Source: an optimization exercise on an open RTL-to-GDS flow (aim: small area). Production flows keep margins and buffers that such runs may drop.
Where RTL was checked, it was by simulation tests only, not by an equivalence proof against the original.
Function not checked in run 7: the RTL went through the layout flow alone.
No activity file was given, so power comes from the tool's default toggle rates.

==> flow/design.v <==
`default_nettype none
module write_step #(parameter W = 32, parameter DEC = 0)
                   (input  wire [W-1:0] q,
                    input  wire         ci,
                    output wire [W-1:0] s);
  localparam NB = (W + 7) / 8;
  wire [W-1:0]  p = DEC ? ~q : q;    
  wire [NB-1:0] all;                 
  wire [NB:0]   cb;                  
  wire [W:0]    t;
  assign cb[0] = ci;
  genvar i, k;
  generate
    for (k = 0; k < NB; k = k + 1) begin : blk
      localparam LO = 8 * k;
      localparam HI = (8 * k + 7 < W) ? 8 * k + 7 : W - 1;
      assign all[k]   = &p[HI:LO];
      assign cb[k+1]  = cb[k] & all[k];
      assign t[LO]    = cb[k];
      for (i = LO; i < HI; i = i + 1) begin : bit_
        assign t[i+1] = t[i] & p[i];
      end
    end
  endgenerate
  assign s = q ^ t[W-1:0];
endmodule
module write(input  wire         clock,
             input  wire         resetn,
             input  wire [ 63:0] m_dst_addr,
             input  wire [ 31:0] m_input_index,
             output wire [ 31:0] m_output_value,
             output reg          m_ready_out,
             input  wire         m_valid_in,
             output reg          m_valid_out,
             input  wire         m_ready_in,
             input  wire [511:0] dst_readdata,
             input  wire         dst_readdatavalid,
             input  wire         dst_waitrequest,
             output wire [ 31:0] dst_address,
             output wire         dst_read,
             output wire         dst_write,
             input  wire         dst_writeack,
             output wire [511:0] dst_writedata,
             output wire [ 63:0] dst_byteenable,
             output wire [  4:0] dst_burstcount);
  reg        wr;       
  reg        pre1;     
  reg        gap;      
  reg        ack;      
  reg        fin;      
  reg [31:0] cycle;
  reg [27:0] j;        
  reg [23:0] nb;       
  reg        z8;       
  reg [ 3:0] lc;       
  reg [ 9:0] addr_lo;
  reg [21:0] addr_hi;
  wire [3:0] w      = j[3:0];
  wire start        = m_ready_out & m_valid_in;
  wire accept       = wr & ~dst_waitrequest;
  wire at_nb        = (j[27:4] == nb);
  wire last         = at_nb;
  wire gap_end      = at_nb & z8;
  wire [3:0] w_inc  = w + 4'd1;
  wire eob          = (w_inc == (last ? lc : 4'd0));
  wire waiting      = ack | (gap & gap_end);
  wire done         = waiting & dst_writeack;
  wire nxt_burst    = accept & (w == 4'd15);
  always @(posedge clock) begin
    if (!resetn) begin
      m_ready_out <= 1'b1;
      m_valid_out <= 1'b0;
      wr          <= 1'b0;
      pre1        <= 1'b0;
      gap         <= 1'b0;
      ack         <= 1'b0;
      fin         <= 1'b0;
    end else begin
      if (start) m_ready_out <= 1'b0;
      else if (m_valid_out & m_ready_in) m_ready_out <= 1'b1;
      if (fin) m_valid_out <= 1'b1;
      else if (m_ready_in) m_valid_out <= 1'b0;
      pre1 <= start;
      gap  <= pre1 | (accept & eob & ~last);
      if (gap & ~gap_end) wr <= 1'b1;
      else if (accept & eob) wr <= 1'b0;
      if (accept & eob & last) ack <= 1'b1;
      else if (gap & gap_end) ack <= ~dst_writeack;
      else if (dst_writeack) ack <= 1'b0;
      fin <= done;
    end
  end
  wire [31:0] cycle_inc;
  write_step #(32, 0) cycle_step(cycle, ~(fin | m_valid_out), cycle_inc);
  always @(posedge clock) begin
    if (m_ready_out) cycle <= 32'hffffffff;
    else             cycle <= cycle_inc;
  end
  wire [27:0] j_inc;
  write_step #(28, 0) j_step(j, accept, j_inc);
  always @(posedge clock) begin
    if (m_ready_out) j <= 28'd0;
    else             j <= j_inc;
  end
  wire [21:0] addr_hi_inc;
  write_step #(22, 0) addr_step(addr_hi, nxt_burst, addr_hi_inc);
  always @(posedge clock) begin
    if (m_ready_out) addr_hi <= m_dst_addr[31:10];
    else             addr_hi <= addr_hi_inc;
  end
  always @(posedge clock) begin
    if (m_ready_out) begin
      nb      <= m_input_index[31:8];
      z8      <= (m_input_index[7:0] == 8'd0);
      lc      <= m_input_index[7:4] + {3'd0, |m_input_index[3:0]};
      addr_lo <= m_dst_addr[9:0];
    end
  end
  assign m_output_value = cycle;
  assign dst_address    = {addr_hi, addr_lo};
  assign dst_read       = 1'b0;
  assign dst_write      = wr;
  assign dst_byteenable = {64{1'b1}};
  assign dst_burstcount = {~last | (lc == 4'd0), last ? lc : 4'd0};
  genvar e;
  generate
    for (e = 0; e < 16; e = e + 1) begin : lane
      assign dst_writedata[32*e+31:32*e] = {j, e[3:0]};
    end
  endgenerate
endmodule
`default_nettype wire
==> flow/flow/run.sh <==
#!/bin/bash
# The standard layout (standard.sh) with three choices changed:
#  - ports are buffered with the smallest buffer (buf_1);
#  - each constant is driven by one tie cell instead of one tie cell per load;
#  - the clock tree uses clkbuf_8 without dummy loads.
# make's full output goes to standard.log in this folder; each ORFS step also
# keeps its own log under orfs/logs.
set -euo pipefail
export BUFFER_PORTS_ARGS="-buffer_cell sky130_fd_sc_hd__buf_1"
export SKIP_REPAIR_TIE_FANOUT=1
export CTS_ARGS="-sink_clustering_enable -repair_clock_nets -dont_use_dummy_load -buf_list sky130_fd_sc_hd__clkbuf_8 -sink_clustering_size 40 -sink_clustering_max_diameter 150"
bash standard.sh > standard.log 2>&1
==> flow/standard.sh <==
#!/bin/bash
# synth_recipe.tcl (not shown) runs the flow's synth.tcl, then flattens the netlist and writes it again
# the make line also repeats each setting of config.mk as NAME=value (left out here)
make -C /OpenROAD-flow-scripts/flow DESIGN_CONFIG=/design/flow/config.mk WORK_HOME=/design/flow/orfs CLKGATE_MAP_FILE= SYNTH_SCRIPT=/design/flow/synth_recipe.tcl "${@:-finish}"
==> flow/config.mk <==
export PLATFORM = sky130hd
export DESIGN_NAME = write
export DESIGN_NICKNAME = write
export VERILOG_FILES = /design/flow/design.v
export SDC_FILE = /design/flow/constraint.sdc
export NUM_CORES = 4
export LEC_CHECK = 0
export CAP_MARGIN = 20
export CORE_AREA = 5 5 535 75
export DIE_AREA = 0 0 540 80
export PLACE_DENSITY = 0.7
export SLEW_MARGIN = 20
==> flow/constraint.sdc <==
create_clock -name core_clock -period 4.0 [get_ports {clock}]
set_input_delay 0.8000 -clock core_clock [delete_from_list [all_inputs] [get_ports {clock}]]
set_output_delay 0.8000 -clock core_clock [all_outputs]
set_load 0.01 [all_outputs]
==> qor.csv, run 1 <==
metric,value,unit
sw frac,30.82,%
fraction of the mapped netlist area in simple logic gates,8.028,%
DP Wirelength,30.75,mm
Final nets,1742,
Crit path required time,3.20,ns
root buf cell,clkbuf_8,
RSZ-0062 raised after global routing,no,
Place WS,0.2326,ns
vias in the first global route,5211,
H-tree depth,4,
sequential share of power,53.5,%
outcome,"complete, no violations",
total power,2.992,mW
min Tclk post-route,3.421,ns
Pwr Density,344.1,mW/mm2
gr ovfl total,0,
Slew Limit Headroom,38.12,%
Hold Startpoint,m_input_index[15],
Int Power,2.070,mW
I/O pin count,1264,
Final Max Slew Viols,0,
Worst Path Max Fanout,11,
Setup TNS,0,ns
CTS sink cnt,128,
core box area,0.03603,mm2
"Setup violations, final",0,
maxcap violations,0,
DR WL/cell,23.30,um
mux cell area share after synthesis,2.243,%
hold_buf cts,0,
PortBufs,589,
worst endpoint data arrival time,2.62,ns
die area,0.04320,mm2
Post-Syn Area per Cell,9.782,um2
compound-cell area share of the yosys netlist,1.286,%
Gate Count Post-Synth,975,
Combinational Power Share,18.8,%
Worst Setup SP,j[8],
period utilization,85.53,%
WL final,36.47,mm
starting density of the core,26.47,%
Final Hold Vio Count,0,
Clock Power Share,27.7,%
area growth from synthesis to layout,-8.829,%
CTS buffer count,17,
CTS max path bufs,2,
largest net degree at the start of global routing,97,
Placer Congestion,1.012,
height of the chip,80,um
synth unique cells,39,
CP Capture Type,output port,
Via density,4.066,
Synth top area share,43.29,%
share of async-settable or async-resettable flops after synthesis,0,%
synthesized cell area,0.009538,mm2
Area contributors post-synth,"buf_4, dfxtp_1, edfxtp_1",
Std-Cell Rows,25,
layout cells sized above 1,9.515,%
CTS tree,built,
Max Clock Skew,0.03763,ns
Post-CTS Resized,0,
Post-CTS Setup Bufs,0,
most common library cells after synthesis,"buf_4, dfxtp_1, ha_1",
Antenna Nets Post-Route,0,
hold_ws,0.5037,ns
peak supply drop,0.2860,mV
worst r2r src,wr,
Yosys Warn Count,1,
DR iter-0 viols,747,
Slew @ Worst Pin,0.9282,ns
first-pass GRT wire length,44.99,mm
initial antenna violation count,11,
Switch Pwr,922.2,uW
sequential share of the synthesized area,30.96,%
area share of fa/ha/maj cells after synthesis,9.707,%
xor and xnor area share after synthesis,3.765,%
startpoint types,flop,
worst skew pair latency,0.48,ns
Global Route Usage Sum,15.42,%
largest family of logic cells by synthesized area,buffers and inverters,
Synth Flop Type,dfxtp_1,
Synth Net Count,1664,
Die Wd,540,um
fmax,0.2923,GHz
vias,6363,
DRC violations left,0,
final worst slack,0.5789,ns
most frequent cell after synthesis,buf_4,
hold crit path type,in2reg,
critical path type,reg2out,
Pleak,3.212,nW
drt first pass iters,5,
#FFs+latches synth,128,
"EDFF count, synth",39,
"area leader, netlist",buf_4,
Worst-path clk slew,0.08,ns
-- sequential cells by signal, summed over array words and instances, names as in the netlist --
name,cells
fin,1
nb,24
m_valid_out,1
addr_hi,22
wr,1
pre1,1
addr_lo,10
cycle,32
j,28
m_ready_out,1
z8,1
lc,4
gap,1
ack,1
-- power by group through the flow --
| stage | Sequential, mW | Combinational (mW) | Clock, mW |
|---|---|---|---|
| floorplan | 1.61 | 0.416 | 0 |
| global placement | 1.62 | 0.535 | 0 |
| detailed placement | 1.62 | 0.553 | 0 |
| CTS | 1.60 | 0.558 | 0.848 |
| global route | 1.61 | 0.643 | 0.922 |
| finish | 1.60 | 0.561 | 0.830 |
-- through the flow --
step	utilization (%)	std cells	area, um2
finish	24.13	1565	8696
global route	24.13	1564	8693
CTS	24.13	1564	8693
floorplan	-	975	9538
global placement	23.48	1547	8459
detailed placement	23.48	1547	8459
-- final cells by class --
class / count / area (um2)
sequential: 128 / 2957
clock buffer: 17 / 234.0
timing repair buffer: 621 / 2451
fill: 3935 / 27340
multi-input combinational: 281 / 2395
tap: 513 / 641.9
inverter: 4 / 15.01
antenna: 1 / 2.502
-- placed cells by master, fill, tap and decap left out, types with 2 or more instances in the layout --
cell type	n
a21oi_1	3
a41o_1	2
and2_1	7
and3_1	5
buf_1	589
buf_4	32
clkbuf_8	17
conb_1	2
dfxtp_1	88
edfxtp_1	39
ha_1	74
inv_1	4
mux2_2	19
nand2_1	7
nand2b_1	5
nand3_1	3
nand4_1	22
nor2_1	11
nor2b_1	26
nor3_1	3
nor4_1	2
o21a_1	2
o21ai_0	5
or2_2	28
or4_1	2
xnor2_1	38
xor2_1	3
-- critical path, cell delays in order (launching register included) --
cell	delay (ns)
dfxtp_1	0.77
xnor2_1	0.31
nand4_1	0.16
nor4_2	0.29
buf_4	0.23
and2_1	0.18
o41ai_1	0.08
buf_1	0.15
-- metal layers --
metal | vias to the layer above | global-route usage (%) | share of wire [%]
li1 | 2750 | - | -
met4 | 8 | 1.752 | 0.34
met2 | 342 | 15.71 | 35
met1 | 3233 | 26.20 | 53
met5 | - | 0 | 0.15
met3 | 30 | 6.449 | 12
-- path summary, 6_finish.rpt --
| path | cells past startpoint | slack [ns] | to |
|---|---|---|---|
| setup / recovery | 7 | 0.58 | dst_burstcount[4] |
| setup reg to reg | 11 | 0.65 | addr_hi[14] |
| hold reg to reg | 2 | 0.54 | cycle[7] |
| hold / removal | 1 | 0.50 | nb[7] |
-- kinds of logic after synthesis --
| kind of cell | Yosys count |
|---|---|
| buf+inv | 566 |
| flops | 128 |
| simple gates | 127 |
| fa+ha+maj | 74 |
| xor+xnor | 41 |
| mux | 19 |
| compound gates | 18 |
| other cells | 2 |
==> run 2, diff against run 1 <==
--- a/flow/config.mk
+++ b/flow/config.mk
@@ -8,5 +8,6 @@
 export CAP_MARGIN = 20
 export CORE_AREA = 5 5 535 75
 export DIE_AREA = 0 0 540 80
+export GPL_TIMING_DRIVEN = 0
 export PLACE_DENSITY = 0.7
 export SLEW_MARGIN = 20
==> run 2 against run 1 <==
Effect of this change: still clean on timing, DRC and antenna; total power increased by 4.1%; flip-flop and latch count unchanged; clock power barely moved; cell count rose by 34%; maximum frequency shrank 11%; largest power group unchanged; highest routed layer unchanged.
==> qor.csv, run 2 <==
metric,value,unit,change
"most common cell after layout, fill and taps aside",buf_1,,
final worst slack,0.1556,ns,-0.4233 ns
PortBufs,588,,-0.17%
DR iter-0 viols,723,,-3.2%
Synth Net Count,1664,,unchanged
synth unique cells,39,,unchanged
synthesized cell area,0.009538,mm2,unchanged
I/O pin count,1264,,unchanged
H-tree depth,4,,unchanged
RSZ-0062 raised after global routing,no,,
root buf cell,clkbuf_8,,
DR WL/cell,20.21,um,-13%
Worst-path clk slew,0.10,ns,+0.02 ns
worst endpoint data arrival time,4.21,ns,+1.59 ns
Worst Path Max Fanout,19,,+8
startpoint types,flop,,
Setup TNS,0,ns,unchanged
layout cells sized above 1,40.48,%,+31 points
CTS buffer count,17,,unchanged
Slew @ Worst Pin,1.184,ns,+0.2553 ns
most common library cells after synthesis,"buf_4, dfxtp_1, ha_1",,
starting density of the core,26.47,%,unchanged
max reg flops,32,,unchanged
Pwr Density,245.7,mW/mm2,-29%
Die Wd,540,um,unchanged
die area,0.04320,mm2,unchanged
Crit path required time,4.36,ns,+1.16 ns
Global Route Usage Sum,17.96,%,+2.5 points
hold crit path type,in2reg,,
Int Power,2.156,mW,+4.2%
Most common cell on crit path,ha_1,,
Area contributors post-synth,"buf_4, dfxtp_1, edfxtp_1",,
Hold Startpoint,m_input_index[18],,
DP Wirelength,36.33,mm,+18%
"commonest non-fill, non-tap cells in the layout","buf_1, buf_4, ha_1, dfxtp_1, edfxtp_1",,
sequential share of power,51.1,%,-2.4 points
"EDFF count, synth",39,,unchanged
Worst Setup SP,j[3],,
Post-DP Area,0.01243,mm2,+47%
worst path bufs/invs,0,,-2
kind of cell adding the most delay to the critical path,adder cells,,
share of async-settable or async-resettable flops after synthesis,0,%,unchanged
Switch Pwr,959.7,uW,+4.1%
Clock Power Share,26.7,%,-1.0 points
crit-path cells,nand4_1 -> nor3_1 -> ha_1 -> ha_1 -> ha_1 -> ha_1 -> ha_1 -> ha_1 -> ha_1 -> mux2_2,,
Final Hold Vio Count,0,,unchanged
WL final,42.44,mm,+16%
Synth Flop Type,dfxtp_1,,
area growth from synthesis to layout,32.97,%,
Pleak,5.952,nW,+85%
Post-Syn Area per Cell,9.782,um2,unchanged
height of the chip,80,um,unchanged
"Design Area, Final",0.01268,mm2,+46%
#FFs+latches synth,128,,unchanged
worst r2r src,j[3],,
gr ovfl total,0,,unchanged
largest net degree at the start of global routing,97,,unchanged
initial antenna violation count,12,,+1
Via density,3.872,,-4.8%
"Setup violations, final",0,,unchanged
vias in the first global route,7170,,+38%
CP Capture Type,flop,,
Antenna Nets Post-Route,0,,unchanged
sw frac,30.80,%,about the same
Slew Limit Headroom,20.99,%,-17 points
Synth top area share,43.29,%,unchanged
most frequent cell after synthesis,buf_4,,
Combinational Power Share,22.3,%,+3.5 points
hold_buf cts,0,,unchanged
Std-Cell Rows,25,,unchanged
hold_ws,0.4962,ns,-0.007554 ns
peak supply drop,0.2698,mV,-5.7%
drt first pass iters,5,,unchanged
Max Clock Skew,0.04902,ns,+0.01139 ns
Yosys Warn Count,1,,unchanged
Final nets,2272,,+30%
min Tclk post-route,3.844,ns,+0.4233 ns
"area leader, netlist",buf_4,,
CTS max path bufs,2,,unchanged
vias,8132,,+28%
CTS tree,built,,
period utilization,96.11,%,+11 points
critical path type,reg2reg,,
Placer Congestion,0.9668,,-4.5%
first-pass GRT wire length,54.76,mm,+22%
slowest cell delay on critical path,1.04,ns,+0.27 ns
outcome,"complete, no violations",,
biggest registers after layout,"cycle (32), j (28), nb (24)",,
"Most flops, register",cycle,,
Post-CTS Setup Bufs,0,,unchanged
maxcap violations,0,,unchanged
fmax,0.2601,GHz,-11%
DRC violations left,0,,unchanged
sequential share of the synthesized area,30.96,%,unchanged
slowest CP cell,dfxtp_1,,
Place WS,0.06999,ns,-0.1626 ns
core box area,0.03603,mm2,unchanged
CTS sink cnt,128,,unchanged
Gate Count Post-Synth,975,,unchanged
worst skew pair latency,0.46,ns,-0.02 ns
Final Max Slew Viols,0,,unchanged
[run 2: power by group through the flow]
stage	logic, mW	registers (mW)	clock network [mW]
2_1_floorplan	0.416	1.61	0
3_3_place_gp	0.637	1.62	0
3_5_place_dp	0.677	1.61	0
4_1_cts	0.681	1.59	0.853
5_1_grt	0.781	1.60	0.929
6_report	0.694	1.59	0.831
[run 2: path summary, 6_finish.rpt]
check	endpoint	slack, ns	cells after the start
setup / recovery	addr_hi[14]	0.16	10
setup reg to reg	addr_hi[14]	0.16	10
hold reg to reg	cycle[7]	0.54	2
hold / removal	nb[10]	0.50	1
[run 2: timing repair]
action | CTS | global route
gates resized for setup | 0 | 2
endpoints found under the hold margin | 0 | 0
endpoints found under the setup margin | 0 | 4
[run 2: worst reg2reg max path, delay by kind of cell, from the launching register on]
family	cells	cell delay [ns]
DFF	1	1.04
and+or+nand+nor	2	1.17
adders and majority gates	7	1.31
muxes	1	0.26
[run 2: cell families after synthesis]
logic type / count (synthesis) / synth area share [%]
buf+inv: 566 / 43.93
fa+ha+maj: 74 / 9.707
xor+xnor: 41 / 3.765
compound gates: 18 / 1.286
mux: 19 / 2.243
other cells: 2 / 0.07874
simple gates: 127 / 8.028
flops: 128 / 30.96
[run 2: stage by stage]
stage                     total power [mW]  util [%]  std cells
after floorplan                      2.030         -        975
after global routing                 3.310     35.17       2096
after CTS                            3.120     35.13       2094
after detailed placement             2.288     34.48       2077
after global placement               2.253     34.38       2076
final                                3.116     35.19       2100
[run 2: final cells by class]
class | count | area, um2
inverter | 4 | 15.01
sequential | 128 | 2979
multi-input combinational | 281 | 2395
antenna | 6 | 15.01
buffer | 562 | 4175
fill | 3761 | 23350
clock buffer | 17 | 234.0
timing repair buffer | 589 | 2227
tap | 513 | 641.9
[run 2: routing by layer]
metal  track usage, %  vias up  wire [um]
met5            2.479        -        197
met4            2.372       10        225
met3            6.966       34       4490
met2            22.37      370      16510
met1            27.72     3901      21020
li1                 -     3817          -
==> run 3, diff against run 2 <==
--- a/flow/design.v
+++ b/flow/design.v
@@ -48,6 +48,7 @@
   reg        gap;      
   reg        ack;      
   reg        fin;      
+  reg        adv;      
   reg [31:0] cycle;
   reg [27:0] j;        
   reg [23:0] nb;       
@@ -103,8 +104,9 @@
     else             j <= j_inc;
   end
   wire [21:0] addr_hi_inc;
-  write_step #(22, 0) addr_step(addr_hi, nxt_burst, addr_hi_inc);
+  write_step #(22, 0) addr_step(addr_hi, adv, addr_hi_inc);
   always @(posedge clock) begin
+    adv <= nxt_burst;
     if (m_ready_out) addr_hi <= m_dst_addr[31:10];
     else             addr_hi <= addr_hi_inc;
   end
--- a/flow/flow/run.sh
+++ b/flow/flow/run.sh
@@ -9,4 +9,5 @@
 export BUFFER_PORTS_ARGS="-buffer_cell sky130_fd_sc_hd__buf_1"
 export SKIP_REPAIR_TIE_FANOUT=1
 export CTS_ARGS="-sink_clustering_enable -repair_clock_nets -dont_use_dummy_load -buf_list sky130_fd_sc_hd__clkbuf_8 -sink_clustering_size 40 -sink_clustering_max_diameter 150"
+export PRE_GLOBAL_PLACE_TCL="$PWD/flow/pre_gpl.tcl"
 bash standard.sh > standard.log 2>&1
==> flow/flow/pre_gpl.tcl (new file) <==
remove_buffers
--- a/flow/config.mk
+++ b/flow/config.mk
@@ -10,4 +10,5 @@
 export DIE_AREA = 0 0 540 80
 export GPL_TIMING_DRIVEN = 0
 export PLACE_DENSITY = 0.7
+export SETUP_SLACK_MARGIN = 0.2
 export SLEW_MARGIN = 20
==> run 3 against run 2 <==
Effect of this change: area after synthesis about the same; hold slack improved by 0.0024 ns; synthesized cell count shrank 0.10%; first-iteration DRC count shrank 15%; combinational power shrank 17%; critical endpoint is now dst_burstcount[4]; still clean on timing, DRC and antenna; global-route usage fell by 3.0 points; maximum frequency increased by 1.7%.
==> qor.csv, run 3 <==
metric,value,unit,change
CTS buffer count,17,,unchanged
"Setup violations, final",0,,unchanged
sw frac,30.56,%,-0.24 points
Switch Pwr,916.1,uW,-4.5%
worst r2r src,j[0],,
Final nets,1713,,-25%
"most common cell after layout, fill and taps aside",buf_1,,
Synth top area share,43.30,%,about the same
Worst Setup SP,j[9],,
Final Max Slew Viols,0,,unchanged
Gate Count Post-Synth,974,,-0.10%
critical path type,reg2out,,
height of the chip,80,um,unchanged
peak supply drop,0.2746,mV,+1.8%
period utilization,94.51,%,-1.6 points
Yosys Warn Count,1,,unchanged
synth unique cells,40,,+2.6%
vias,6101,,-25%
Crit path required time,3.20,ns,-1.16 ns
Max Clock Skew,0.03255,ns,-0.01647 ns
Slew Limit Headroom,19.38,%,-1.6 points
Worst-path clk slew,0.07,ns,-0.03 ns
met1 Use GR,25.73,%,-2.0 points
H-tree depth,4,,unchanged
Post-Syn Area per Cell,9.790,um2,about the same
routing usage on met2,15.97,%,-6.4 points
RSZ-0062 raised after global routing,no,,
vias in the first global route,4928,,-31%
die area,0.04320,mm2,unchanged
core box area,0.03603,mm2,unchanged
total power,2.997,mW,-3.8%
CP Capture Type,output port,,
Placer Congestion,0.9650,,-0.19%
CTS max path bufs,2,,unchanged
DRC violations left,0,,unchanged
maxcap violations,0,,unchanged
Antenna Nets Post-Route,0,,unchanged
"area leader, netlist",buf_4,,
sequential share of power,53.1,%,+2.0 points
"commonest non-fill, non-tap cells in the layout","buf_1, ha_1, dfxtp_1, edfxtp_1",,
min Tclk post-route,3.780,ns,-0.06416 ns
most common library cells after synthesis,"buf_4, dfxtp_1, ha_1",,
synthesized cell area,0.009535,mm2,about the same
reg-to-reg endpoint,j[22],,
DR iter-0 viols,615,,-15%
I/O pin count,1264,,unchanged
Worst Path Max Fanout,19,,unchanged
worst skew pair latency,0.45,ns,about the same
startpoint types,flop,,
Pleak,3.180,nW,-47%
Via density,3.975,,+2.6%
Final Hold Vio Count,0,,unchanged
crit-path cells,xor2_1 -> nor4_1 -> nand2_1 -> nor2_2 -> o41ai_1 -> buf_1,,
ANT cells,0,,-6
slowest CP cell,dfxtp_1,,
first-pass GRT wire length,43.80,mm,-20%
Combinational Power Share,19.2,%,-3.1 points
Setup crit end,dst_burstcount[4],,
most frequent cell after synthesis,buf_4,,
biggest registers after layout,"cycle (32), j (28), nb (24)",,
slowest cell delay on critical path,1.12,ns,+0.08 ns
CTS sink cnt,129,,+0.78%
Synth Flop Type,dfxtp_1,,
Synth Net Count,1663,,-0.060%
starting density of the core,26.46,%,about the same
hold crit path type,reg2reg,,
met3 GRT Util,4.792,%,-2.2 points
"EDFF count, synth",39,,unchanged
max reg flops,32,,unchanged
sequential share of the synthesized area,31.18,%,+0.22 points
Int Power,2.081,mW,-3.5%
Pwr Density,350.3,mW/mm2,+43%
root buf cell,clkbuf_8,,
DP Wirelength,29.78,mm,-18%
CTS tree,built,,
largest net degree at the start of global routing,97,,unchanged
DR WL/cell,23.27,um,+15%
Clock Power Share,27.7,%,+1.0 points
fmax,0.2645,GHz,+1.7%
Std-Cell Rows,25,,unchanged
worst reg2reg path depth,12,,+2
#FFs+latches synth,129,,+0.78%
outcome,"complete, no violations",,
worst endpoint data arrival time,2.98,ns,-1.23 ns
"Most flops, register",cycle,,
layout cells sized above 1,9.393,%,-31 points
final worst slack,0.2197,ns,+0.06416 ns
Slew @ Worst Pin,1.208,ns,+0.02418 ns
drt first pass iters,6,,+1
Global Route Usage Sum,15.01,%,-3.0 points
gr ovfl total,0,,unchanged
Die Wd,540,um,unchanged
share of async-settable or async-resettable flops after synthesis,0,%,unchanged
area growth from synthesis to layout,-10.26,%,
Area contributors post-synth,"buf_4, dfxtp_1, edfxtp_1",,
GR peak layer,met1,,
PortBufs,589,,+0.17%
initial antenna violation count,7,,-5
WL final,35.72,mm,-16%
Reg2Reg Setup Slack,0.67,ns,+0.51 ns
Post-CTS Setup Bufs,0,,unchanged
Place WS,0.4640,ns,+0.3940 ns
==> run 3: cell families (layout without fill, tap and decap cells) <==
logic type,after synthesis,after routing,share of synthesized area [%]
buf+inv,564,612,43.85
simple gates,128,128,7.965
mux,19,19,2.244
other cells,2,2,0.07876
xor+xnor,41,41,3.766
flops,129,129,31.18
compound gates,17,17,1.207
fa+ha+maj,74,74,9.710
==> run 3: repair_timing <==
item / 4_1_cts / 5_1_grt
resized for setup: 10 / 5
setup endpoints to repair: 4 / 4
hold buffers: 0 / 0
==> run 3: power by group through the flow <==
stage,clock (mW),combinational (mW),sequential (mW)
finish,0.831,0.574,1.59
global route,0.932,0.662,1.60
CTS,0.868,0.575,1.59
detailed placement,0,0.567,1.62
floorplan,0,0.417,1.63
global placement,0,0.523,1.64
==> run 3: metrics by stage <==
stage | setup TNS [ns] | hold slack (ns) | instance area, um2 | std cells | util, %
finish | 0 | 0.4986 | 8557 | 1535 | 23.75
global route | 0 | 0.4573 | 8557 | 1535 | 23.75
CTS | 0 | 0.4635 | 8546 | 1535 | 23.72
detailed placement | 0 | 0.4823 | 8299 | 1518 | 23.03
global placement | -20.03 | 0.4731 | 8218 | 1515 | 22.81
floorplan | 0 | 0.4260 | 9535 | 974 | -
==> run 3: worst min path at each step <==
stage	start	to	slack, ns	depth (start not counted)
3_3_place_gp	cycle[31]	cycle[31]	0.47	2
2_1_floorplan	pre1	gap	0.43	1
3_5_place_dp	cycle[31]	cycle[31]	0.48	2
5_1_grt	m_input_index[25]	nb[17]	0.46	1
4_1_cts	m_input_index[31]	nb[23]	0.46	1
6_report	cycle[31]	cycle[31]	0.50	2
==> run 3: area by class of cell <==
cell class                      count  area (um2)
Sequential cell                   129        3015
Tap cell                          513       641.9
Inverter                            3       11.26
Fill cell                        3971       27480
Clock buffer                       17       234.0
Timing Repair Buffer              592        2273
Multi-Input combinational cell    281        2381
==> run 3: worst max-delay path: cells and delay by family (launching register included) <==
family                    cells  cell delay [ns]
DFF                           1             1.12
and+or+nand+nor               3             0.79
xor gates and xnor gates      1             0.23
AOI/OAI and AO/OA             1             0.21
buffers and inverters         1             0.18
==> run 3: routing by layer <==
layer,wire [um],share of wire [%]
met1,18800,53
met2,12690,36
met3,4036,11
met4,140,0.39
met5,49,0.14
==> run 4, diff against run 3 <==
==> flow/flow/run.sh (replaced) <==
#!/bin/bash
# The standard layout (standard.sh) with these choices changed:
#  - ports are buffered with the smallest buffer (buf_1);
#  - each constant is driven by one tie cell instead of one tie cell per load;
#  - the synthesis buffers are removed before global placement, which then
#    runs without its timing-driven buffering;
#  - the clock tree uses clkbuf_8 without dummy loads.
# make's full output goes to standard.log in this folder; each ORFS step also
# keeps its own log under orfs/logs.
set -euo pipefail
export BUFFER_PORTS_ARGS="-buffer_cell sky130_fd_sc_hd__buf_1"
export SKIP_REPAIR_TIE_FANOUT=1
export PRE_GLOBAL_PLACE_TCL="$PWD/flow/pre_gpl.tcl"
export CTS_ARGS="-sink_clustering_enable -repair_clock_nets -dont_use_dummy_load -buf_list sky130_fd_sc_hd__clkbuf_8 -sink_clustering_size 40 -sink_clustering_max_diameter 150"
bash standard.sh > standard.log 2>&1
==> flow/flow/pre_gpl.tcl (replaced) <==
# Global placement runs without timing-driven mode, which is what would
# otherwise remove the buffers synthesis put on the output ports; remove them
# here instead.
remove_buffers
==> run 4 against run 3 <==
Effect of this change: still clean; worst setup slack stayed put; clock power hardly changed; flip-flop and latch count stayed put; clock skew stayed put; cell count stayed put; largest cell class unchanged; highest routed layer unchanged.
==> qor.csv, run 4 <==
metric,value,unit,change
root buf cell,clkbuf_8,,
Gate Count Post-Synth,974,,unchanged
DR WL/cell,23.27,um,unchanged
hold_buf cts,0,,unchanged
Slew Limit Headroom,19.38,%,unchanged
DR iter-0 viols,615,,unchanged
most frequent cell after synthesis,buf_4,,
Final nets,1713,,unchanged
"EDFF count, synth",39,,unchanged
maxcap violations,0,,unchanged
CP Capture Type,output port,,
Setup TNS,0,ns,unchanged
Final Hold Vio Count,0,,unchanged
height of the chip,80,um,unchanged
DRC violations left,0,,unchanged
Placer Congestion,0.9650,,unchanged
fillers,3971,,unchanged
initial antenna violation count,7,,unchanged
H-tree depth,4,,unchanged
register area,0.003015,mm2,unchanged
Die Wd,540,um,unchanged
Area contributors post-synth,"buf_4, dfxtp_1, edfxtp_1",,
vias,6101,,unchanged
Yosys Warn Count,1,,unchanged
hold crit path type,reg2reg,,
area of the multi-input gates,0.002381,mm2,unchanged
worst skew pair latency,0.45,ns,about the same
"Setup violations, final",0,,unchanged
starting density of the core,26.46,%,unchanged
Synth top area share,43.30,%,unchanged
Global Route Usage Sum,15.01,%,unchanged
fmax,0.2645,GHz,unchanged
peak supply drop,0.2746,mV,unchanged
Std-Cell Rows,25,,unchanged
total power,2.997,mW,unchanged
synthesized cell area,0.009535,mm2,unchanged
drt first pass iters,6,,unchanged
sequential share of the synthesized area,31.18,%,unchanged
"most common cell after layout, fill and taps aside",buf_1,,
Crit path required time,3.20,ns,about the same
Post-Syn Area per Cell,9.790,um2,unchanged
worst endpoint data arrival time,2.98,ns,about the same
ANT cells,0,,unchanged
"Most flops, register",cycle,,
RSZ-0062 raised after global routing,no,,
DP Wirelength,29.78,mm,unchanged
outcome,"complete, no violations",,
Worst Path Max Fanout,19,,unchanged
Max Clock Skew,0.03255,ns,unchanged
startpoint types,flop,,
PortBufs,589,,unchanged
CTS max path bufs,2,,unchanged
Final Max Slew Viols,0,,unchanged
#FFs+latches synth,129,,unchanged
synth unique cells,40,,unchanged
critical path type,reg2out,,
CTS sink cnt,129,,unchanged
CTS buffer count,17,,unchanged
CTS tree,built,,
WL final,35.72,mm,unchanged
max reg flops,32,,unchanged
Antenna Nets Post-Route,0,,unchanged
largest net degree at the start of global routing,97,,unchanged
"Design Area, Final",0.008557,mm2,unchanged
slowest CP cell,dfxtp_1,,
biggest registers after layout,"cycle (32), j (28), nb (24)",,
die area,0.04320,mm2,unchanged
Via density,3.975,,unchanged
Post-DP Area,0.008299,mm2,unchanged
"commonest non-fill, non-tap cells in the layout","buf_1, ha_1, dfxtp_1, edfxtp_1",,
kind of cell adding the most delay to the critical path,flip-flops,,
most common library cells after synthesis,"buf_4, dfxtp_1, ha_1",,
vias in the first global route,4928,,unchanged
Pwr Density,350.3,mW/mm2,unchanged
Pleak,3.180,nW,unchanged
slowest cell delay on critical path,1.12,ns,about the same
layout cells sized above 1,9.393,%,unchanged
area growth from synthesis to layout,-10.26,%,unchanged
core box area,0.03603,mm2,unchanged
Synth Flop Type,dfxtp_1,,
Synth Net Count,1663,,unchanged
I/O pin count,1264,,unchanged
crit-path cells,xor2_1 -> nor4_1 -> nand2_1 -> nor2_2 -> o41ai_1 -> buf_1,,
min Tclk post-route,3.780,ns,unchanged
Worst-path clk slew,0.07,ns,about the same
gr ovfl total,0,,unchanged
"area leader, netlist",buf_4,,
Slew @ Worst Pin,1.208,ns,unchanged
period utilization,94.51,%,unchanged
worst path bufs/invs,1,,unchanged
first-pass GRT wire length,43.80,mm,unchanged
share of async-settable or async-resettable flops after synthesis,0,%,unchanged
run 4: cell counts in the layout (fill, tap and decap cells not counted):
Identical to the previous run, type by type.
run 4: power breakdown:
part / switching (mW) / internal, mW / total, mW
registers: 0.119 / 1.47 / 1.59
clock network: 0.458 / 0.373 / 0.831
logic: 0.339 / 0.235 / 0.574
total: 0.916 / 2.08 / 3.00
run 4: logic make-up after synthesis:
| logic type | Yosys count | synth area share (%) |
|---|---|---|
| multiplexers | 19 | 2.244 |
| XOR/XNOR | 41 | 3.766 |
| other | 2 | 0.07876 |
| buffers and inverters | 564 | 43.85 |
| flip-flops | 129 | 31.18 |
| adder cells (fa/ha/maj) | 74 | 9.710 |
| AO/OA/AOI/OAI | 17 | 1.207 |
| AND/OR/NAND/NOR | 128 | 7.965 |
run 4: path summary, 6_finish.rpt:
| check | start | slack, ns | endpoint | depth (start not counted) |
|---|---|---|---|---|
| max | j[9] | 0.22 | dst_burstcount[4] | 6 |
| min | cycle[31] | 0.50 | cycle[31] | 2 |
| max reg2reg | j[0] | 0.67 | j[22] | 12 |
| min reg2reg | cycle[31] | 0.50 | cycle[31] | 2 |
run 4: routing by layer:
layer,part of all wire [%],global-route usage (%)
met5,0.14,0
met4,0.39,2.318
met3,11,4.792
met2,36,15.97
met1,53,25.73
run 4: layout make-up:
cell class                 count  share of cell area (%)
multi-input combinational    281                   27.83
tap                          513                   7.501
inverter                       3                  0.1316
sequential                   129                   35.24
clock buffer                  17                   2.734
timing repair buffer         592                   26.57
run 4: through the flow:
stage | setup WS, ns | std cells | hold slack [ns] | utilization (%)
after floorplan | 1.209 | 974 | 0.4260 | -
final | 0.2197 | 1535 | 0.4986 | 23.75
after global routing | 0.2247 | 1535 | 0.4573 | 23.75
after CTS | 0.2043 | 1535 | 0.4635 | 23.72
after global placement | -0.7197 | 1515 | 0.4731 | 22.81
after detailed placement | 0.4640 | 1518 | 0.4823 | 23.03
run 4: repair_timing:
action                                  CTS  global route
buffers inserted                          0             0
gates cloned                              0             0
gates resized for setup                  10             5
endpoints found under the setup margin    4             4
run 4: worst register-to-register path: cells and delay by family (launching register included):
family / cells / cell delay, ns
simple gates: 4 / 0.71
fa+ha+maj: 8 / 1.49
flops: 1 / 0.99
==> run 5, diff against run 4 <==
--- a/flow/design.v
+++ b/flow/design.v
@@ -48,7 +48,6 @@
   reg        gap;      
   reg        ack;      
   reg        fin;      
-  reg        adv;      
   reg [31:0] cycle;
   reg [27:0] j;        
   reg [23:0] nb;       
@@ -104,9 +103,8 @@
     else             j <= j_inc;
   end
   wire [21:0] addr_hi_inc;
-  write_step #(22, 0) addr_step(addr_hi, adv, addr_hi_inc);
+  write_step #(22, 0) addr_step(addr_hi, nxt_burst, addr_hi_inc);
   always @(posedge clock) begin
-    adv <= nxt_burst;
     if (m_ready_out) addr_hi <= m_dst_addr[31:10];
     else             addr_hi <= addr_hi_inc;
   end
==> flow/flow/run.sh (replaced) <==
#!/bin/bash
# The standard layout (standard.sh), with two placement choices changed:
# ports are buffered with the smallest buffer, and each constant is driven by
# a single tie cell instead of one tie cell per load.
set -euo pipefail
export BUFFER_PORTS_ARGS="-buffer_cell sky130_fd_sc_hd__buf_1"
export SKIP_REPAIR_TIE_FANOUT=1
export CTS_ARGS="-sink_clustering_enable -repair_clock_nets -dont_use_dummy_load -buf_list sky130_fd_sc_hd__clkbuf_8 -sink_clustering_size 40 -sink_clustering_max_diameter 150"
bash standard.sh > standard.log 2>&1
--- a/flow/config.mk
+++ b/flow/config.mk
@@ -8,7 +8,5 @@
 export CAP_MARGIN = 20
 export CORE_AREA = 5 5 535 75
 export DIE_AREA = 0 0 540 80
-export GPL_TIMING_DRIVEN = 0
 export PLACE_DENSITY = 0.7
-export SETUP_SLACK_MARGIN = 0.2
 export SLEW_MARGIN = 20
removed: flow/flow/pre_gpl.tcl
==> run 5 against run 4 <==
Effect of this change: maximum frequency increased by 10%; routed wire length increased by 2.1%; non-clock buffer count increased by 29; area after synthesis about the same; count of clock-buffer cells in the layout unchanged; critical path type unchanged; largest cell class unchanged.
==> qor.csv, run 5 <==
metric,value,unit,change
Slew Limit Headroom,38.12,%,+19 points
"Most flops, register",cycle,,
Std-Cell Rows,25,,unchanged
Placed Cells incl. Taps,1547,,+1.9%
worst r2r src,wr,,
"most common cell after layout, fill and taps aside",buf_1,,
sw frac,30.82,%,+0.26 points
period utilization,85.53,%,-9.0 points
Placer Congestion,1.012,,+4.9%
PortBufs,589,,unchanged
Max Clock Skew,0.03763,ns,+0.005079 ns
Synth top area share,43.29,%,about the same
DRC violations left,0,,unchanged
Final Max Slew Viols,0,,unchanged
H-tree depth,4,,unchanged
"commonest non-fill, non-tap cells in the layout","buf_1, dfxtp_1, ha_1, edfxtp_1, xnor2_1",,
Final Hold Vio Count,0,,unchanged
Slew @ Worst Pin,0.9282,ns,-0.2795 ns
"Setup violations, final",0,,unchanged
"EDFF count, synth",39,,unchanged
Post-Syn Area per Cell,9.782,um2,about the same
RSZ-0062 raised after global routing,no,,
synth unique cells,39,,-2.5%
Reg2Reg Setup Slack,0.65,ns,-0.02 ns
CTS sink cnt,128,,-0.78%
Synth Flop Type,dfxtp_1,,
die area,0.04320,mm2,unchanged
Setup TNS,0,ns,unchanged
CTS tree,built,,
WL final,36.47,mm,+2.1%
Hold Startpoint,m_input_index[15],,
DR iter-0 viols,747,,+21%
root buf cell,clkbuf_8,,
height of the chip,80,um,unchanged
Worst Path Max Fanout,11,,-8
Area contributors post-synth,"buf_4, dfxtp_1, edfxtp_1",,
Post-CTS Resized,0,,-10
vias in the first global route,5211,,+5.7%
I/O pin count,1264,,unchanged
hold_buf cts,0,,unchanged
"area leader, netlist",buf_4,,
Int Power,2.070,mW,-0.55%
hold crit path type,in2reg,,
peak supply drop,0.2860,mV,+4.1%
Via density,4.066,,+2.3%
Gate Count Post-Synth,975,,+0.10%
initial antenna violation count,11,,+4
Yosys Warn Count,1,,unchanged
fmax,0.2923,GHz,+10%
Worst-path clk slew,0.08,ns,about the same
CP Capture Type,output port,,
most common library cells after synthesis,"buf_4, dfxtp_1, ha_1",,
drt first pass iters,5,,-1
Combinational Power Share,18.8,%,-0.4 points
outcome,"complete, no violations",,
CTS max path bufs,2,,unchanged
Switch Pwr,922.2,uW,+0.67%
Clock Power Share,27.7,%,about the same
vias,6363,,+4.3%
synthesized cell area,0.009538,mm2,about the same
critical path type,reg2out,,
Post-CTS Setup Bufs,0,,unchanged
worst reg2reg path depth,11,,-1
biggest registers after layout,"cycle (32), j (28), nb (24)",,
worst endpoint data arrival time,2.62,ns,-0.36 ns
non-filler instance count after layout,1565,,+2.0%
worst skew pair latency,0.48,ns,+0.03 ns
DP Wirelength,30.75,mm,+3.2%
Die Wd,540,um,unchanged
Antenna Nets Post-Route,0,,unchanged
share of async-settable or async-resettable flops after synthesis,0,%,unchanged
core box area,0.03603,mm2,unchanged
WHS Endpoint,nb[7],,
Synth Net Count,1664,,+0.060%
area growth from synthesis to layout,-8.829,%,
Final nets,1742,,+1.7%
CTS buffer count,17,,unchanged
startpoint types,flop,,
max reg flops,32,,unchanged
starting density of the core,26.47,%,about the same
Pleak,3.212,nW,+1.0%
final core occ,24.13,%,+0.39 points
Pwr Density,344.1,mW/mm2,-1.8%
most frequent cell after synthesis,buf_4,,
DR WL/cell,23.30,um,+0.15%
Crit path required time,3.20,ns,about the same
largest net degree at the start of global routing,97,,unchanged
first-pass GRT wire length,44.99,mm,+2.7%
sequential share of the synthesized area,30.96,%,-0.22 points
gr ovfl total,0,,unchanged
worst hold path cell count,1,,-1
reg-to-reg endpoint,addr_hi[14],,
sequential share of power,53.5,%,+0.4 points
min Tclk post-route,3.421,ns,-0.3592 ns
Global Route Usage Sum,15.42,%,+0.40 points
maxcap violations,0,,unchanged
#FFs+latches synth,128,,-0.78%
layout cells sized above 1,9.515,%,+0.12 points
run 5: cell types whose count changed in the layout (fill, tap and decap cells not counted), moves of 7 or more:
| cell | delta |
|---|---|
| buf_4 | +32 |
| dfxtp_2 | -19 |
| xor2_1 | -25 |
| xnor2_1 | +25 |
| nand4_1 | +7 |
| dfxtp_1 | +22 |
run 5: per-layer routing:
metal  GRT usage [%]  wire length [um]  vias to the layer above  part of all wire (%)
met5               0                54                        -                  0.15
met4           1.752               124                        8                  0.34
met3           6.449              4407                       30                    12
met2           15.71             12610                      342                    35
met1           26.20             19270                     3233                    53
li1                -                 -                     2750                     -
run 5: logic make-up after synthesis:
group / Yosys count / share of synthesized area (%)
buffers and inverters: 566 / 43.93
flip-flops: 128 / 30.96
AND/OR/NAND/NOR: 127 / 8.028
adder cells (fa/ha/maj): 74 / 9.707
XOR/XNOR: 41 / 3.765
multiplexers: 19 / 2.243
AO/OA/AOI/OAI: 18 / 1.286
other: 2 / 0.07874
run 5: how the worst max path moves through the flow:
| stage | end | slack [ns] | depth (start not counted) | start |
|---|---|---|---|---|
| after detailed placement | addr_hi[14] | 0.23 | 12 | dst_waitrequest |
| after global placement | addr_hi[14] | 0.20 | 12 | dst_waitrequest |
| after CTS | dst_burstcount[4] | 0.71 | 7 | j[8] |
| after floorplan | j[22] | 1.18 | 11 | dst_waitrequest |
| after global routing | dst_burstcount[4] | 0.44 | 7 | j[8] |
| final | dst_burstcount[4] | 0.58 | 7 | j[8] |
run 5: cell type report:
type                            count  area, um2
Antenna cell                        1      2.502
Clock buffer                       17      234.0
Fill cell                        3935      27340
Inverter                            4      15.01
Multi-Input combinational cell    281       2395
Sequential cell                   128       2957
Tap cell                          513      641.9
Timing Repair Buffer              621       2451
run 5: power by group through the flow:
stage               clock network, mW  logic, mW  registers (mW)
detailed placement                  0      0.553            1.62
global placement                    0      0.535            1.62
CTS                             0.848      0.558            1.60
global route                    0.922      0.643            1.61
finish                          0.830      0.561            1.60
floorplan                           0      0.416            1.61
run 5: per-stage QoR:
| stage | power, mW | cell area (um2) | hold WS, ns | setup WS (ns) |
|---|---|---|---|---|
| 5_1_grt | 3.178 | 8693 | 0.4688 | 0.4368 |
| 4_1_cts | 3.002 | 8693 | 0.4819 | 0.7084 |
| 3_3_place_gp | 2.154 | 8459 | 0.5150 | 0.2033 |
| 2_1_floorplan | 2.030 | 9538 | 0.4014 | 1.183 |
| 6_report | 2.992 | 8696 | 0.5037 | 0.5789 |
| 3_5_place_dp | 2.176 | 8459 | 0.5163 | 0.2326 |
run 5: worst max-delay path, cell delays in order, from the launching register on:
cell	delay, ns
dfxtp_1	0.77
xnor2_1	0.31
nand4_1	0.16
nor4_2	0.29
buf_4	0.23
and2_1	0.18
o41ai_1	0.08
buf_1	0.15
==> run 6, diff against run 5 <==
--- a/flow/config.mk
+++ b/flow/config.mk
@@ -6,7 +6,7 @@
 export NUM_CORES = 4
 export LEC_CHECK = 0
 export CAP_MARGIN = 20
-export CORE_AREA = 5 5 535 75
-export DIE_AREA = 0 0 540 80
+export CORE_AREA = 5 5 455 455
+export DIE_AREA = 0 0 460 460
 export PLACE_DENSITY = 0.7
 export SLEW_MARGIN = 20
==> run 6 against run 5 <==
Effect of this change: global-route usage fell by 11 points; register-to-register slack gained 0.33 ns; largest power group unchanged; synthesized cell count unchanged; cell count is 140% higher; area after synthesis unchanged; die area grew to 4.9 times the previous value; final area up 33%; still clean.
==> qor.csv, run 6 <==
metric,value,unit,change
hold_buf cts,0,,unchanged
Slew @ Worst Pin,0.7047,ns,-0.2235 ns
most common library cells after synthesis,"buf_4, dfxtp_1, ha_1",,
die area,0.2116,mm2,+390%
Worst Path Max Fanout,11,,unchanged
starting density of the core,4.724,%,-22 points
root buf cell,clkbuf_8,,
hold crit path type,reg2reg,,
CTS sink cnt,128,,unchanged
sequential share of the synthesized area,30.96,%,unchanged
"area leader, netlist",buf_4,,
Yosys Warn Count,1,,unchanged
min Tclk post-route,3.466,ns,+0.04478 ns
RSZ-0062 raised after global routing,no,,
sequential share of power,52.4,%,-1.1 points
met1 Use GR,5.064,%,-21 points
largest family of logic cells by synthesized area,buffers and inverters,,
biggest registers after layout,"cycle (32), j (28), nb (24)",,
Clock Power Share,27.5,%,-0.2 points
drt first pass iters,6,,+1
Crit path required time,3.20,ns,about the same
Pleak,3.260,nW,+1.5%
core box area,0.2019,mm2,+460%
Int Power,2.068,mW,-0.10%
max reg flops,32,,unchanged
worst skew pair latency,0.46,ns,-0.02 ns
Final Hold Vio Count,0,,unchanged
Synth top area share,43.29,%,unchanged
"Setup violations, final",0,,unchanged
Worst-path clk slew,0.09,ns,about the same
Global Route Usage Sum,4.145,%,-11 points
Max Clock Skew,0.04006,ns,+0.002431 ns
gr ovfl total,0,,unchanged
Post-CTS Setup Bufs,0,,unchanged
sw frac,31.16,%,+0.33 points
I/O pin count,1264,,unchanged
hold_ws,0.4141,ns,-0.08966 ns
Placer Congestion,0.7367,,-27%
vias,6161,,-3.2%
routing usage on met2,7.288,%,-8.4 points
CP Capture Type,output port,,
maxcap violations,0,,unchanged
worst endpoint data arrival time,2.67,ns,+0.05 ns
compound-cell area share of the yosys netlist,1.286,%,unchanged
Die Wd,460,um,-15%
CTS tree,built,,
synthesized cell area,0.009538,mm2,unchanged
area share of fa/ha/maj cells after synthesis,9.707,%,unchanged
Synth Flop Type,dfxtp_1,,
Gate Count Post-Synth,975,,unchanged
PortBufs,589,,unchanged
Std-Cell Rows,165,,+560%
peak supply drop,0.3093,mV,+8.2%
"most common cell after layout, fill and taps aside",buf_1,,
Antenna Nets Post-Route,0,,unchanged
vias in the first global route,5188,,-0.44%
"commonest non-fill, non-tap cells in the layout","buf_1, dfxtp_1, ha_1, edfxtp_1, xnor2_1",,
GR peak layer,met2,,
DRC violations left,0,,unchanged
Slew Limit Headroom,52.85,%,+15 points
outcome,"complete, no violations",,
largest net degree at the start of global routing,97,,unchanged
Post-Syn Area per Cell,9.782,um2,unchanged
"Most flops, register",cycle,,
WL final,47.12,mm,+29%
DR WL/cell,12.62,um,-46%
#FFs+latches synth,128,,unchanged
critical path type,reg2out,,
"EDFF count, synth",39,,unchanged
first-pass GRT wire length,55.17,mm,+23%
H-tree depth,4,,unchanged
startpoint types,flop,,
Post-CTS Resized,0,,unchanged
Switch Pwr,935.8,uW,+1.5%
most frequent cell after synthesis,buf_4,,
CTS buffer count,17,,unchanged
Setup TNS,0,ns,unchanged
DR iter-0 viols,378,,-49%
Pwr Density,260.6,mW/mm2,-24%
height of the chip,460,um,+480%
final core occ,5.709,%,-18 points
synth unique cells,39,,unchanged
xor and xnor area share after synthesis,3.765,%,unchanged
Combinational Power Share,20.1,%,+1.3 points
Synth Net Count,1664,,unchanged
period utilization,86.65,%,+1.1 points
initial antenna violation count,24,,+13
met3 GRT Util,1.072,%,-5.4 points
Final Max Slew Viols,0,,unchanged
Via density,1.650,,-59%
Area contributors post-synth,"buf_4, dfxtp_1, edfxtp_1",,
CTS max path bufs,2,,unchanged
DP Wirelength,40.95,mm,+33%
fmax,0.2885,GHz,-1.3%
fraction of the mapped netlist area in simple logic gates,8.028,%,unchanged
Final nets,1743,,+0.057%
area growth from synthesis to layout,20.86,%,
share of async-settable or async-resettable flops after synthesis,0,%,unchanged
total power,3.003,mW,+0.38%
layout cells sized above 1,11.22,%,+1.7 points
mux cell area share after synthesis,2.243,%,unchanged
==> run 6: cell types whose count changed in the layout (fill, tap and decap cells not counted) <==
cell,delta
diode_2,+8
dfxtp_1,-11
dfxtp_2,+11
o41ai_1,-1
buf_4,+1
buf_12,+5
buf_1,-5
o41ai_2,+1
==> run 6: cell families after synthesis <==
family	count (synthesis)
muxes	19
adders and majority gates	74
and+or+nand+nor	127
other	2
DFF	128
AOI/OAI and AO/OA	18
xor gates and xnor gates	41
buffers and inverters	566
==> run 6: metrics by stage <==
| step | std cells | worst slack [ns] | cell area [um2] |
|---|---|---|---|
| finish | 3733 | 0.5341 | 11530 |
| CTS | 3724 | 0.4535 | 11500 |
| detailed placement | 3707 | 0.6892 | 11270 |
| floorplan | 975 | 1.183 | 9538 |
| global placement | 3707 | 0.6935 | 11260 |
| global route | 3725 | 0.3478 | 11510 |
==> run 6: final cells by class <==
cell class              count  area [um2]
clock buffers              17       234.0
repair buffers            622        2540
inverters                   4       15.01
diodes                      9       22.52
fillers                 23830      190400
multi-input cells         281        2402
well taps                2672        3343
flip-flops and latches    128        2970
==> run 6: metal layers <==
layer	up-vias	routed length (um)
li1	2766	-
met3	38	4301
met1	2822	19090
met2	521	23070
met4	14	565
met5	-	87
==> run 6: path summary, 6_finish.rpt <==
path	slack (ns)	endpoint	cells after the start	from
max reg2reg	0.98	cycle[30]	13	cycle[5]
max	0.53	dst_burstcount[4]	6	j[7]
min reg2reg	0.41	gap	2	pre1
min	0.41	gap	2	pre1
==> run 6: power by group through the flow <==
stage                     clock network (mW)  logic, mW  registers (mW)
after global placement                     0      0.622            1.60
after global routing                   0.910      0.705            1.59
after detailed placement                   0      0.629            1.60
after floorplan                            0      0.416            1.61
final                                  0.826      0.604            1.57
after CTS                              0.865      0.633            1.57
==> run 6: critical path, stage by stage, from the launching register on <==
cell,delay (ns)
dfxtp_1,0.70
xnor2_1,0.19
nand4_1,0.12
nor2_1,0.57
and2_1,0.28
o41ai_2,0.16
buf_12,0.18
==> run 7, diff against run 6 <==
==> flow/design.v (replaced) <==
`default_nettype none
module write(input  wire         clock,
             input  wire         resetn,
             input  wire [ 63:0] m_dst_addr,
             input  wire [ 31:0] m_input_index,
             output wire [ 31:0] m_output_value,
             output reg          m_ready_out,
             input  wire         m_valid_in,
             output reg          m_valid_out,
             input  wire         m_ready_in,
             input  wire [511:0] dst_readdata,
             input  wire         dst_readdatavalid,
             input  wire         dst_waitrequest,
             output wire [ 31:0] dst_address,
             output wire         dst_read,
             output wire         dst_write,
             input  wire         dst_writeack,
             output wire [511:0] dst_writedata,
             output wire [ 63:0] dst_byteenable,
             output wire [  4:0] dst_burstcount);
  reg        wr;       
  reg        pre1;     
  reg        gap;      
  reg        ack;      
  reg        fin;      
  reg [31:0] cycle;
  reg [ 3:0] w;        
  reg [23:0] b;        
  reg [23:0] rb;       
  reg        z8;       
  reg [ 3:0] lc;       
  reg [ 9:0] addr_lo;
  reg [21:0] addr_hi;
  wire start  = m_ready_out & m_valid_in;
  wire accept = wr & ~dst_waitrequest;
  wire last   = (rb[23:1] == 23'd0) & (rb[0] == z8);
  wire [3:0] w_inc = w + 4'd1;
  wire eob    = (w_inc == (last ? lc : 4'd0));
  wire done   = ack & dst_writeack;
  always @(posedge clock) begin
    if (!resetn) begin
      m_ready_out <= 1'b1;
      m_valid_out <= 1'b0;
      wr          <= 1'b0;
      pre1        <= 1'b0;
      gap         <= 1'b0;
      ack         <= 1'b0;
      fin         <= 1'b0;
    end else begin
      if (start) m_ready_out <= 1'b0;
      else if (m_valid_out & m_ready_in) m_ready_out <= 1'b1;
      if (fin) m_valid_out <= 1'b1;
      else if (m_ready_in) m_valid_out <= 1'b0;
      pre1 <= start;
      gap  <= pre1 | (accept & eob & ~last);
      if (gap) wr <= 1'b1;
      else if (accept & eob) wr <= 1'b0;
      if (accept & eob & last) ack <= 1'b1;
      else if (dst_writeack) ack <= 1'b0;
      fin <= done;
    end
  end
  always @(posedge clock) begin
    if (m_ready_out) cycle <= 32'd0;
    else if (~(fin | m_valid_out | done)) cycle <= cycle + 32'd1;
  end
  always @(posedge clock) begin
    if (m_ready_out) begin
      w       <= 4'd0;
      b       <= 24'd0;
      rb      <= m_input_index[31:8];
      z8      <= (m_input_index[7:0] == 8'd0);
      lc      <= m_input_index[7:4] + {3'd0, |m_input_index[3:0]};
      addr_lo <= m_dst_addr[9:0];
      addr_hi <= m_dst_addr[31:10];
    end else if (accept) begin
      w <= w_inc;
      if (w == 4'd15) b <= b + 24'd1;
      if (eob) begin
        rb      <= rb - 24'd1;
        addr_hi <= addr_hi + 22'd1;
      end
    end
  end
  assign m_output_value = cycle;
  assign dst_address    = {addr_hi, addr_lo};
  assign dst_read       = 1'b0;
  assign dst_write      = wr;
  assign dst_byteenable = {64{1'b1}};
  assign dst_burstcount = {~last | (lc == 4'd0), last ? lc : 4'd0};
  genvar e;
  generate
    for (e = 0; e < 16; e = e + 1) begin : lane
      assign dst_writedata[32*e+31:32*e] = {b, w, e[3:0]};
    end
  endgenerate
endmodule
`default_nettype wire
==> flow/flow/run.sh (replaced) <==
#!/bin/bash
# The standard layout (standard.sh), with two placement choices changed:
# ports are buffered with the smallest buffer, and each constant is driven by
# a single tie cell instead of one tie cell per load.
set -euo pipefail
export BUFFER_PORTS_ARGS="-buffer_cell sky130_fd_sc_hd__buf_1"
export SKIP_REPAIR_TIE_FANOUT=1
bash standard.sh > standard.log 2>&1
--- a/flow/config.mk
+++ b/flow/config.mk
@@ -8,5 +8,4 @@
 export CAP_MARGIN = 20
 export CORE_AREA = 5 5 455 455
 export DIE_AREA = 0 0 460 460
-export PLACE_DENSITY = 0.7
 export SLEW_MARGIN = 20
==> run 7 against run 6 <==
Effect of this change: clock skew decreased by 0.024 ns; maximum frequency decreased by 8.7%; largest cell class unchanged; clock power increased by 110%; routed wire length decreased by 7.8%; critical path type unchanged.
==> qor.csv, run 7 <==
metric,value,unit,change
Final Hold Vio Count,0,,unchanged
Crit path required time,3.20,ns,about the same
most common library cells after synthesis,"buf_4, nand2_1, dfxtp_1",,
initial antenna violation count,27,,+13%
RSZ-0062 raised after global routing,no,,
hold crit path type,reg2reg,,
min Tclk post-route,3.795,ns,+0.3292 ns
Die Wd,460,um,unchanged
Std-Cell Rows,165,,unchanged
Worst-path clk slew,0.07,ns,-0.02 ns
area share of fa/ha/maj cells after synthesis,0.8516,%,-8.9 points
#FFs+latches synth,128,,unchanged
Synth Flop Type,dfxtp_1,,
Most common cell on crit path,or4_4,,
slowest cell delay on critical path,0.55,ns,-0.15 ns
"commonest non-fill, non-tap cells in the layout","buf_1, nand2_1, nor2_1",,
compound-cell area share of the yosys netlist,5.231,%,+3.9 points
CTS sink cnt,128,,unchanged
Worst Path Max Fanout,4,,-7
root buf cell,clkbuf_16,,
Pleak,3.202,nW,-1.8%
slowest CP cell,or4_4,,
core box area,0.2019,mm2,unchanged
biggest registers after layout,"cycle (32), b (24), rb (24)",,
fraction of the mapped netlist area in simple logic gates,13.86,%,+5.8 points
Slew @ Worst Pin,1.128,ns,+0.4231 ns
"Setup violations, final",0,,unchanged
Pwr Density,295.5,mW/mm2,+13%
DP Wirelength,36.75,mm,-10%
non-filler instance count after layout,3947,,+5.7%
largest family of logic cells by synthesized area,buffers and inverters,,
vias,7697,,+25%
vias in the first global route,6095,,+17%
layout cells sized above 1,5.757,%,-5.5 points
startpoint types,flop,,
"area leader, netlist",buf_4,,
Max Clock Skew,0.01611,ns,-0.02395 ns
Final Max Slew Viols,0,,unchanged
"EDFF count, synth",61,,+56%
DR iter-0 viols,394,,+4.2%
DR WL/cell,11.01,um,-13%
starting density of the core,5.094,%,+0.37 points
xor and xnor area share after synthesis,7.409,%,+3.6 points
CTS buffer count,17,,unchanged
Placer Congestion,0.7292,,-1.0%
critical path type,reg2out,,
max reg flops,32,,unchanged
die area,0.2116,mm2,unchanged
Placed Cells incl. Taps,3908,,+5.4%
PortBufs,589,,unchanged
height of the chip,460,um,unchanged
kind of cell adding the most delay to the critical path,simple AND/OR/NAND/NOR gates,,
Area contributors post-synth,"buf_4, edfxtp_1, dfxtp_1",,
worst endpoint data arrival time,3.00,ns,+0.33 ns
I/O pin count,1264,,unchanged
Gate Count Post-Synth,1195,,+23%
Synth Net Count,1817,,+9.2%
WL final,43.45,mm,-7.8%
Post-Syn Area per Cell,8.607,um2,-12%
CTS max path bufs,2,,unchanged
DRC violations left,0,,unchanged
fmax,0.2635,GHz,-8.7%
Final nets,1877,,+7.7%
maxcap violations,0,,unchanged
drt first pass iters,5,,-1
first-pass GRT wire length,53.12,mm,-3.7%
share of async-settable or async-resettable flops after synthesis,0,%,unchanged
H-tree depth,4,,unchanged
"most common cell after layout, fill and taps aside",buf_1,,
synthesized cell area,0.01028,mm2,+7.8%
hold_buf cts,0,,unchanged
mux cell area share after synthesis,0.3041,%,-1.9 points
Yosys Warn Count,1,,unchanged
worst path bufs/invs,1,,unchanged
CTS tree,built,,
Setup TNS,0,ns,unchanged
most frequent cell after synthesis,buf_4,,
gr ovfl total,0,,unchanged
outcome,"complete, no violations",,
synth unique cells,46,,+18%
Antenna Nets Post-Route,0,,unchanged
peak supply drop,0.2739,mV,-11%
"Most flops, register",cycle,,
area growth from synthesis to layout,21.46,%,
Slew Limit Headroom,24.71,%,-28 points
CP Capture Type,output port,,
Global Route Usage Sum,3.746,%,-0.40 points
sequential share of the synthesized area,30.85,%,-0.11 points
period utilization,94.88,%,+8.2 points
Synth top area share,40.07,%,-3.2 points
largest net degree at the start of global routing,97,,unchanged
Via density,1.950,,+18%
crit-path cells,or4_4 -> or4_4 -> or3_1 -> nor2_1 -> buf_1,,
worst skew pair latency,0.46,ns,about the same
run 7: cell types whose count changed after synthesis, sizes merged, moves of 18 or more:
cell / change
nor2b: -22
or3: +19
nor3: +20
nand2: +71
nor2: +53
or2: -28
xor2: +40
ha: -67
dfxtp: -22
o21ai: +56
edfxtp: +22
nand3: +33
mux2: -18
run 7: power breakdown:
part           total (mW)  internal [mW]  switching, mW  leakage, nW
registers            1.57           1.48         0.0914         1.17
clock network        1.76           1.02          0.737        0.306
logic               0.364          0.115          0.249         1.72
total                3.69           2.61           1.08         3.20
run 7: what timing repair did:
| item | in CTS | in global routing |
|---|---|---|
| endpoints found under the setup margin | 0 | 2 |
| gates resized for setup | 0 | 1 |
| setup buffers | 0 | 0 |
run 7: logic make-up (layout without fill, tap and decap cells):
family / count (synthesis) / in the layout
other: 2 / 9
XOR/XNOR: 87 / 87
AND/OR/NAND/NOR: 286 / 286
AO/OA/AOI/OAI: 96 / 96
adder cells (fa/ha/maj): 7 / 7
multiplexers: 3 / 3
flip-flops: 128 / 128
buffers and inverters: 586 / 659
run 7: metal layers:
metal / global-route usage, % / wire [um] / vias to the layer above
li1: - / - / 3521
met1: 4.662 / 18020 / 3526
met2: 6.011 / 19610 / 563
met3: 1.163 / 4492 / 75
met4: 1.493 / 1237 / 12
met5: 0 / 90 / -
run 7: worst paths after layout:
path	from	end	slack [ns]	cells after the start
min	gap	wr	0.45	2
min reg2reg	gap	wr	0.45	2
max reg2reg	rb[18]	addr_hi[12]	0.68	7
max	rb[7]	dst_burstcount[3]	0.20	5
run 7: worst register-to-register path, stage by stage (launching register included):
cell	delay, ns
edfxtp_1	0.44
or4_1	0.57
or3_1	0.44
nor4_4	0.48
and4bb_1	0.30
a2bb2oi_2	0.22
a21o_2	0.18
buf_4	0.31
run 7: through the flow:
step                      util, %  setup WS [ns]  cell area [um2]  hold slack, ns  power, mW
final                       6.187         0.2049            12490          0.4516      3.692
after detailed placement    5.865         0.5431            11840          0.4361      1.965
after global placement      5.865         0.5662            11840          0.4346      1.960
after CTS                   6.178      0.0001059            12470          0.4540      3.773
after floorplan                 -         0.3128            10280          0.4257      1.904
after global routing        6.178        0.02057            12470          0.4705      3.878
run 7: area by class of cell:
cell class	count	area (um2)
Antenna cell	7	17.52
Clock buffer	18	439.2
Clock inverter	14	191.4
Fill cell	23800	189400
Inverter	13	48.80
Multi-Input combinational cell	481	2853
Sequential cell	128	3183
Tap cell	2672	3343
Timing Repair Buffer	614	2416

port drivers added, routing unchanged:
In the flow no input, the clock included, has a driving cell. The finished layouts below were timed again as built, in two steps.
Step 1, drivers: a clkbuf_16 drives clock and a buf_2 each remaining input, both assumed.
Step 2, shift: input delay + t, output delay - t, t = (earliest + latest rising clock arrival at the registers) / 2. This alone moves slack from input paths to output paths.
Three values: ideal, step 1, step 2; two values: the first two.
| run | shift t [ns] | slack for setup (ns) | worst hold slack (ns) | worst setup path at the end | pins driven straight from the clock port |
|---|---|---|---|---|---|
| run 1 | 0.484 | 0.579 / 0.553 / 0.113 | 0.504 / 0.515 / 0.537 | input to register | 1 |
| run 2 | 0.472 | 0.156 / 0.156 / -0.123 | 0.496 / 0.500 / 0.543 | input to register | 1 |
| run 3 | 0.465 | 0.220 / 0.190 / 0.655 | 0.499 / 0.499 / 0.499 | register to output | 1 |
| run 4 | 0.465 | 0.220 / 0.190 / 0.655 | 0.499 / 0.499 / 0.499 | register to output | 1 |
| run 5 | 0.484 | 0.579 / 0.553 / 0.113 | 0.504 / 0.515 / 0.537 | input to register | 1 |
| run 6 | 0.501 | 0.534 / 0.476 / 0.575 | 0.414 / 0.414 / 0.414 | input to register | 1 |
| run 7 | 0.493 | 0.205 / 0.163 / 0.656 | 0.452 / 0.452 / 0.452 | register to output | 1 |
Met with ideal ports but missed after step 2: setup timing in run 2.
